Background: an optimization exercise with open tools, aiming at small area, a short achievable clock period and few clock cycles. Do not read the settings as production practice. Only simulation tests tie the RTL to the original design; equivalence was not proved. No activity file was given, so power comes from the tool's default toggle rates.

run 3:
## pipe_noDataHazards_cpu
module pipe_noDataHazards_cpu(clrn,clk,pc,inst,dmem_addr,dmem_wdata,dmem_we,dmem_rdata);
make LEC_CHECK=0 CAP_MARGIN=20 CELL_PAD_IN_SITES_DETAIL_PLACEMENT=1 CORE_MARGIN=2 CORE_UTILIZATION=40 CTS_CLUSTER_DIAMETER=100 CTS_CLUSTER_SIZE=24 PLACE_DENSITY=0.6 SETUP_SLACK_MARGIN=5 SLEW_MARGIN=20 SYNTH_HIERARCHICAL=1 finish   # period 8.0 ns
run.sh (not shown) runs the stock make flow with config.mk's settings and CLKGATE_MAP_FILE= SYNTH_SCRIPT=/design/flow/synth_recipe.tcl, a recipe that flattens the netlist after the stock synthesis.
Testbench counts of run 3, summed over its fixed seeds: cycles 49,672.
What run 4 does differently from run 3 at the input level:
-- flow/design.v --
<<< run 3, line 728
		end
	endgenerate
	wire [31:2] btgt = pcr + {{14{imm[15]}}, imm};
	wire [31:2] jtgt = {pcr[31:28], ir[25:0]};
	wire b_imm = d_imm | d_st;
>>> run 4, line 728
		end
	endgenerate
	wire [31:0] bsum, bsum_ng, bsum_np;
	ks_add32 badd(.a({2'b00, pcr}), .b({{16{imm[15]}}, imm}), .s(bsum), .ng(bsum_ng), .np(bsum_np));
	wire [31:2] btgt = bsum[29:0];
	wire [31:2] jtgt = {pcr[31:28], ir[25:0]};
	wire b_imm = d_imm | d_st;
Findings:
Compared to run 3, run 4 has total length of routed met2 wires about 3% lower. [run 4 vs run 3] total leakage power: lower in run 4. ~same core utilization in run 4 and run 3. Run 3 was routed with fewer vias than run 4. Cmp run 4 and run 3 / fraction of area in registers / lower: run 4. When the final numbers for run 4 and run 3 were put side by side, the hold slack turned out to be smaller in run 3. Est. power | run 4 vs run 3 | run 4 higher. Delta (run 4 minus run 3): power density of the placed cells went up; average wire per standard cell went down; final area went up. Of run 4 and run 3, the lower synthesized cell count belongs to run 3.
Testbench counts of run 4, summed over its fixed seeds: cycles 49,672.

--- another note on this design; it stands on its own ---

## pipe_noDataHazards_cpu
module pipe_noDataHazards_cpu(clrn,clk,pc,inst,dmem_addr,dmem_wdata,dmem_we,dmem_rdata);
	input clrn,clk;
	output [31:0] pc;
	input [31:0] inst;
	output [31:0] dmem_addr,dmem_wdata;
	output dmem_we;
	input [31:0] dmem_rdata;
	reg [31:2] pcr;             
	reg pend;                   
	reg [31:2] ptgt;            
	reg id_v;                   
	reg [31:0] ir;              
	reg ex_we, ex_ld, ex_st, ex_beq, ex_bne, ex_j;
	reg [4:0] ex_wn;
	reg [31:0] ex_an;           
	reg [31:0] ex_b;            
	reg [31:0] ex_cn;           
	reg [4:0] ex_sa;
	reg ex_fa_r, ex_fa_s, ex_fa_o;   
	reg ex_fb_r, ex_fb_s, ex_fb_o;   
	reg ex_fc_r, ex_fc_s, ex_fc_o;   
	reg ex_add, ex_and, ex_or, ex_xor, ex_sh, ex_shl, ex_shr, ex_ari;
	reg m_ld, m_st, m_add;
	reg [3:0] m_wlo;            
	reg [7:0] m_whi;            
	reg [31:0] m_sum;           
	reg [31:0] m_oth;           
	reg [31:0] m_sd;
	wire stall;
	assign pc = {pcr, 2'b00};
	wire [31:2] pc_inc = pcr + 30'd1;
	always @(posedge clk or negedge clrn)
		if (!clrn) pcr <= 30'd0;
		else if (!stall) pcr <= pend ? ptgt : pc_inc;
	always @(posedge clk or negedge clrn)
  ...
clock: 8.0 ns
lec_check: 0
cap_margin: 20
cell_pad_in_sites_detail_placement: 1
core_margin: 2
core_utilization: 45
cts_cluster_diameter: 100
cts_cluster_size: 22
place_density: 0.68
setup_slack_margin: 5
slew_margin: 20
synth_hierarchical: 1
run.sh (not shown) runs the stock make flow with config.mk's settings and CLKGATE_MAP_FILE= SYNTH_SCRIPT=/design/flow/synth_recipe.tcl, a recipe that flattens the netlist after the stock synthesis.
The baseline produced a clean layout.
Testbench counts at the start, summed over its fixed seeds: cycles 49,672.
Rerun with:
==> flow/flow/run.sh (new file) <==
#!/bin/bash
set -e
sed -e 's/SETUP_SLACK_MARGIN=5 /SETUP_SLACK_MARGIN=5.25 /' standard.sh > standard_m.sh
grep -q 'SETUP_SLACK_MARGIN=5.25 ' standard_m.sh
bash standard_m.sh > standard.log 2>&1
==> flow/standard.sh (new file) <==
#!/bin/bash
# synth_recipe.tcl (not shown) runs the flow's synth.tcl, then flattens the netlist and writes it again
# the make line also repeats each setting of config.mk as NAME=value (left out here)
make -C /OpenROAD-flow-scripts/flow DESIGN_CONFIG=/design/flow/config.mk WORK_HOME=/design/flow/orfs CLKGATE_MAP_FILE= SYNTH_SCRIPT=/design/flow/synth_recipe.tcl "${@:-finish}"
CORE_UTILIZATION = 40   (was 45)
CTS_CLUSTER_SIZE = 24   (was 22)
PLACE_DENSITY = 0.6   (was 0.68)
removed: flow/run.sh
=> Cell area rises by 6.9%; setup slack is better by 0.10 ns; clock skew came out lower by 0.015 ns; synthesized area stays the same; core utilization goes down by 2.5 points; die area goes up by 12%; sequential cell count does not change; first-iteration DRC count came out lower by 0.34%; combinational power rose by about 9%; global-route usage decreases by 2.8 points; count of clock-buffer cells in the layout decreases by 10.

afterwards: timing with drivers on the ports:
In the flow no input, the clock included, has a driving cell. The finished layouts below were timed again as built, in two steps.
Step 1 (the two cells are an assumption about what drives the block):
set clk [get_ports {clk}]
set_driving_cell -lib_cell sky130_fd_sc_hd__clkbuf_16 $clk
set_driving_cell -lib_cell sky130_fd_sc_hd__buf_2 [delete_from_list [all_inputs] $clk]
Step 2 adds t to the input delays and takes it off the output delays; t is the mean of the earliest and latest rising clock arrival at the registers after step 1. Input paths then give back, and output paths get back, about the clock's delay inside the block.
Slacks: ideal / step 1 / step 2; pairs: ideal / step 1.
| run | shift t [ns] | setup WS [ns] | hold slack, ns | worst setup path at the end | worst slew at a driven data input, ns |
|---|---|---|---|---|---|
| run 3 | 0.804 | 4.851 / 4.851 / 4.238 | 0.370 / 0.370 / 0.370 | input to register | 0.15 |
| run 4 | 0.818 | 4.928 / 4.925 / 4.244 | 0.419 / 0.419 / 0.419 | input to register | 0.07 |
| the first run of note 2 | 0.801 | 4.866 / 4.866 / 4.173 | 0.387 / 0.387 / 0.387 | input to register | 0.07 |
| the second run of note 2 | 0.812 | 4.967 / 4.949 / 4.359 | 0.424 / 0.424 / 0.424 | input to register | 0.08 |
After both steps setup and hold are still met in every run listed. For the first run of note 2, which loses most, drivers alone change the setup slack by 0.000 ns; drivers and shift together by -0.693 ns.
